Background: an optimization exercise with open tools, aiming at small area. Do not read the settings as production practice. The RTL was checked by simulation tests, not by an equivalence proof against the original design. Power is estimated from default activity; no workload was simulated.

alpha:
==> module FPGA_TOP, before the edit <==
module FPGA_TOP (
  input   wire          RESET,
  input   wire          SW1,
  input   wire          CLK,
  input   wire          BTNU,
  input   wire          BTNL,
  input   wire          BTNC,
  input   wire          BTNR,
  input   wire          BTND,
  output  wire  [11:0]  SEG,
  output  wire  [15:0]  LED
  ) ;
localparam [3:0] DZ = 4'b0010;    
reg M;                         
always @ (posedge CLK) M <= SW1;
wire CHG = SW1 ^ M;            
wire RS  = RESET | CHG;        
wire QC, QNC, QR, QNR;
btnflt bfc (.CLK(CLK), .RST(RESET), .FI(CHG), .BTN(BTNC), .BTNQ(QC), .BTNQN(QNC));
btnflt bfr (.CLK(CLK), .RST(RESET | SW1), .FI(1'b0), .BTN(BTNR), .BTNQ(QR), .BTNQN(QNR));
reg T;
always @ (posedge CLK) begin
    if (RS) T <= 0;
    else T <= T ^ (M ? QNC : QC);
end
localparam IDLE = 2'd0, RUN = 2'd1, PAUSE = 2'd2, DONE_ST = 2'd3;
reg [1:0] ST;
wire IDLEs = (ST == IDLE);
wire RUNs = (ST == RUN);
reg [9:0] P;
wire W100  = P[6] & P[5] & P[2];                         
wire W1000 = P[9] & P[8] & P[7] & P[6] & P[5] & P[3];    
wire PEN = M ? T : RUNs;
wire PCLR = RS | PEN & (M ? W100 : W1000);
wire [10:0] PC;
assign PC[0] = PEN;
genvar i;
generate for (i = 0; i < 10; i = i + 1) begin : pinc
    assign PC[i+1] = PC[i] & P[i];
    always @ (posedge CLK) P[i] <= ~PCLR & (P[i] ^ PC[i]);
end endgenerate
reg [15:0] S, V;
wire [15:0] SU, VD;
wire [3:0] S9, VZ;
generate for (i = 0; i < 4; i = i + 1) begin : dg
    dig_up   u (.D(S[4*i+3:4*i]), .Q(SU[4*i+3:4*i]), .TOP(S9[i]));
    dig_down d (.D(V[4*i+3:4*i]), .Q(VD[4*i+3:4*i]), .ZERO(VZ[i]));
end endgenerate
wire SEN = QR | (M & T & W100);
wire [3:0] SE = {SEN & S9[0] & S9[1] & S9[2], SEN & S9[0] & S9[1], SEN & S9[0], SEN};
wire C0 = VZ[0] & W1000;
wire [3:0] VE = {C0 & VZ[1] & VZ[2], C0 & VZ[1], C0, RUNs & W1000};
wire DN = &VZ & ~IDLEs;
integer k;
always @ (posedge CLK) begin
    for (k = 0; k < 4; k = k + 1) begin
        if (RS) S[4*k +: 4] <= DZ;
        else if (SE[k]) S[4*k +: 4] <= SU[4*k +: 4];
    end
    if (RS) V[3:0] <= DZ;
    else if (IDLEs) V[3:0] <= S[3:0];
    else if (VE[0]) V[3:0] <= VD[3:0];
    for (k = 1; k < 4; k = k + 1) begin
        if (RS) V[4*k +: 4] <= DZ;
        else if (VE[k]) V[4*k +: 4] <= VD[4*k +: 4];
        else if (IDLEs) V[4*k +: 4] <= S[4*k +: 4];
    end
end
always @ (posedge CLK) begin
    if (RESET | SW1 | M) ST <= IDLE;
    else case (ST)
        IDLE:  if (T) ST <= RUN;
        RUN:   if (DN) ST <= DONE_ST; else if (~T) ST <= PAUSE;
        PAUSE: if (T) ST <= RUN;
        default: if (~T) ST <= IDLE;
    endcase
end
reg [3:0] SC;
reg [1:0] A;
wire SCF  = ~SC[3] & ~(SC[1] ^ SC[0]) | SC[3] & ~SC[2] & SC[0];
wire SC10 = SC[3] & ~SC[2] & ~SC[0];
always @ (posedge CLK) begin
    SC[3:1] <= RS ? 3'd0 : SC[2:0];
    SC[0]   <= ~RESET & (CHG | SCF);
    if (RS) A <= 0;
    else if (SC10) A <= A + 2'd1;
end
reg [3:0] D;
always @(*) begin
    case (A)
        2'd0: D = V[3:0];
        2'd1: D = V[7:4];
        2'd2: D = V[11:8];
        default: D = V[15:12];
    endcase
    if (CHG) D = DZ;
end
wire [7:0] SEGD;
Decoder_7seg dec (.D(D), .SEG(SEGD));
assign SEG[7:0] = SEGD;
assign SEG[8]  = ~(CHG | A == 2'd0);
assign SEG[9]  = ~(~CHG & A == 2'd1);
assign SEG[10] = ~(~CHG & A == 2'd2);
assign SEG[11] = ~(~CHG & A == 2'd3);
assign LED = 16'd0;
endmodule
==> module btnflt, before the edit <==
module btnflt(
    input wire CLK, RST, BTN,
    input wire FI,            
    output reg BTNQ,          
    output wire BTNQN         
);
reg [6:0] S;
wire FB   = S[6] ^ S[5];
wire TERM = S[0] & S[1] & S[2] & S[4] & S[6];                 
wire ISI  = ~S[0] & ~S[1] & ~S[2] & ~S[3] & ~S[4] & ~S[5];    
wire ISC  = S[0] & ~S[1] & ~S[2] & ~S[3] & ~S[4] & ~S[5] & ~S[6];   
wire CLR  = RST | FI | TERM;
assign BTNQN = ISC & BTN;
always @ (posedge CLK) begin
    S[6:2] <= CLR ? 5'd0 : S[5:1];
    S[1]   <= CLR ? (TERM & BTN & ~RST & ~FI) : S[0];    
    S[0]   <= RST ? 1'b0 : (FI | ISI) ? BTN : TERM ? 1'b0 : FB;
    BTNQ   <= ~(RST | FI) & BTNQN;
end
endmodule
clock: 10.0 ns
lec_check: 0
abc_area: 1
cap_margin: 20
core_margin: 2
core_utilization: 75
place_density: 0.75
slew_margin: 20
standard.sh (not shown) runs the stock make flow with config.mk's settings and CLKGATE_MAP_FILE= SYNTH_SCRIPT=/design/flow/synth_recipe.tcl, a recipe that flattens the netlist after the stock synthesis.
==> flow/flow/run.sh <==
#!/bin/bash
# The standard layout (the standard.sh, ORFS) with these changes:
#  - after synthesis the logic is re-mapped for area and every logic cell
#    gets its smallest drive strength (flow/resynth.tcl, run at the start of
#    the floorplan step; registers are kept as synthesis made them),
#  - port buffers are sky130_fd_sc_hd__buf_1 instead of ORFS's pick,
#  - the constant outputs share one tie cell each for 0 and 1,
#  - clock tree synthesis uses sky130_fd_sc_hd__clkbuf_4 and no dummy loads.
set -euo pipefail
bash standard.sh \
  "FOOTPRINT_TCL=$PWD/flow/resynth.tcl" \
  "BUFFER_PORTS_ARGS=-buffer_cell sky130_fd_sc_hd__buf_1" \
  "SKIP_REPAIR_TIE_FANOUT=1" \
  "CTS_ARGS=-sink_clustering_enable -repair_clock_nets -dont_use_dummy_load -buf_list sky130_fd_sc_hd__clkbuf_4" \
  finish > flow_make.log 2>&1
Other scripts of this flow, unchanged in this note and not shown: flow/flow/resynth.tcl
alpha went all the way through synthesis, placement and routing and the layout is clean on timing, DRC and antenna.
#### Input delta (beta over alpha)
--- a/flow/design.v
+++ b/flow/design.v
@@ -40,5 +40,5 @@
     else T <= T ^ (M ? QNC : QC);
 end
-localparam IDLE = 2'd0, RUN = 2'd1, PAUSE = 2'd2, DONE_ST = 2'd3;
+localparam IDLE = 2'd0, RUN = 2'd3, PAUSE = 2'd1, DONE_ST = 2'd2;
 reg [1:0] ST;
 wire IDLEs = (ST == IDLE);
@@ -47,6 +47,7 @@
 wire W100  = P[6] & P[5] & P[2];                         
 wire W1000 = P[9] & P[8] & P[7] & P[6] & P[5] & P[3];    
-wire PEN = M ? T : RUNs;
-wire PCLR = RS | PEN & (M ? W100 : W1000);
+wire SWT = M & T & W100;                                  
+wire PEN = M & T | RUNs;
+wire PCLR = RS | SWT | RUNs & W1000;
 wire [10:0] PC;
 assign PC[0] = PEN;
@@ -56,5 +57,7 @@
     always @ (posedge CLK) P[i] <= ~PCLR & (P[i] ^ PC[i]);
 end endgenerate
-reg [15:0] S, V;
+reg [15:0] S;
+reg [15:0] VI;                 
+wire [15:0] V = ~VI;
 wire [15:0] SU, VD;
 wire [3:0] S9, VZ;
@@ -63,5 +66,5 @@
     dig_down d (.D(V[4*i+3:4*i]), .Q(VD[4*i+3:4*i]), .ZERO(VZ[i]));
 end endgenerate
-wire SEN = QR | (M & T & W100);
+wire SEN = QR | SWT;
 wire [3:0] SE = {SEN & S9[0] & S9[1] & S9[2], SEN & S9[0] & S9[1], SEN & S9[0], SEN};
 wire C0 = VZ[0] & W1000;
@@ -69,4 +72,17 @@
 wire DN = &VZ & ~IDLEs;
 integer k;
+reg [15:0] VN;                 
+always @ (*) begin
+    if (RS) VN[3:0] = DZ;
+    else if (IDLEs) VN[3:0] = S[3:0];
+    else if (VE[0]) VN[3:0] = VD[3:0];
+    else VN[3:0] = V[3:0];
+    for (k = 1; k < 4; k = k + 1) begin
+        if (RS) VN[4*k +: 4] = DZ;
+        else if (VE[k]) VN[4*k +: 4] = VD[4*k +: 4];
+        else if (IDLEs) VN[4*k +: 4] = S[4*k +: 4];
+        else VN[4*k +: 4] = V[4*k +: 4];
+    end
+end
 always @ (posedge CLK) begin
     for (k = 0; k < 4; k = k + 1) begin
@@ -74,12 +90,5 @@
         else if (SE[k]) S[4*k +: 4] <= SU[4*k +: 4];
     end
-    if (RS) V[3:0] <= DZ;
-    else if (IDLEs) V[3:0] <= S[3:0];
-    else if (VE[0]) V[3:0] <= VD[3:0];
-    for (k = 1; k < 4; k = k + 1) begin
-        if (RS) V[4*k +: 4] <= DZ;
-        else if (VE[k]) V[4*k +: 4] <= VD[4*k +: 4];
-        else if (IDLEs) V[4*k +: 4] <= S[4*k +: 4];
-    end
+    VI <= ~VN;
 end
 always @ (posedge CLK) begin
@@ -93,5 +102,5 @@
 end
 reg [3:0] SC;
-reg [1:0] A;
+reg [1:0] A;                    
 wire SCF  = ~SC[3] & ~(SC[1] ^ SC[0]) | SC[3] & ~SC[2] & SC[0];
 wire SC10 = SC[3] & ~SC[2] & ~SC[0];
@@ -100,5 +109,5 @@
     SC[0]   <= ~RESET & (CHG | SCF);
     if (RS) A <= 0;
-    else if (SC10) A <= A + 2'd1;
+    else if (SC10) A <= {A[0], ~A[1]};
 end
 reg [3:0] D;
@@ -107,5 +116,5 @@
         2'd0: D = V[3:0];
         2'd1: D = V[7:4];
-        2'd2: D = V[11:8];
+        2'd3: D = V[11:8];
         default: D = V[15:12];
     endcase
@@ -117,6 +126,6 @@
 assign SEG[8]  = ~(CHG | A == 2'd0);
 assign SEG[9]  = ~(~CHG & A == 2'd1);
-assign SEG[10] = ~(~CHG & A == 2'd2);
-assign SEG[11] = ~(~CHG & A == 2'd3);
+assign SEG[10] = ~(~CHG & A == 2'd3);
+assign SEG[11] = ~(~CHG & A == 2'd2);
 assign LED = 16'd0;
 endmodule
@@ -129,5 +138,6 @@
     output wire BTNQN         
 );
-reg [6:0] S;
+reg [6:0] SI;                 
+wire [6:0] S = ~SI;
 wire FB   = S[6] ^ S[5];
 wire TERM = S[0] & S[1] & S[2] & S[4] & S[6];                 
@@ -137,7 +147,7 @@
 assign BTNQN = ISC & BTN;
 always @ (posedge CLK) begin
-    S[6:2] <= CLR ? 5'd0 : S[5:1];
-    S[1]   <= CLR ? (TERM & BTN & ~RST & ~FI) : S[0];    
-    S[0]   <= RST ? 1'b0 : (FI | ISI) ? BTN : TERM ? 1'b0 : FB;
+    SI[6:2] <= ~(CLR ? 5'd0 : S[5:1]);
+    SI[1]   <= ~(CLR ? (TERM & BTN & ~RST & ~FI) : S[0]);    
+    SI[0]   <= ~(RST ? 1'b0 : (FI | ISI) ? BTN : TERM ? 1'b0 : FB);
     BTNQ   <= ~(RST | FI) & BTNQN;
 end
==> notes.md <==
Comparing beta and alpha, area of the die is lower on beta. Per the comparison of beta with alpha, power density over the cells rose about 2.3%; transition at the pin with the smallest max-transition slack lower; overall power of the completed layout did not really move. On switching power summed over all nets, alpha tracks beta almost exactly. Of beta and alpha, the lower least setup slack across all paths after layout belongs to alpha.

==> what the ideal ports hide <==
How much do the figures lean on ideal ports? The routed layouts below were timed once more, with nothing changed but the port constraints.
Step 1 (the two cells are an assumption about what drives the block):
set clk [get_ports {CLK}]
set_driving_cell -lib_cell sky130_fd_sc_hd__clkbuf_16 $clk
set_driving_cell -lib_cell sky130_fd_sc_hd__buf_2 [delete_from_list [all_inputs] $clk]
Step 2 also shifts input and output timing later by t, the mid clock arrival at the registers, as if the neighbouring blocks saw the same clock.
a / b / c = no drivers / after step 1 / after step 2; a / b = the first two.
run	t, ns	slack for setup (ns)	slew at the worst register clock pin (ns)	pins driven straight from the clock port
alpha	0.406	4.120 / 4.089 / 4.089	0.11 / 0.11	1
beta	0.415	4.214 / 4.189 / 4.189	0.10 / 0.10	1
After both steps setup and hold are still met in every run listed. For alpha, which loses most, drivers alone change the setup slack by -0.031 ns; drivers and shift together by -0.031 ns.
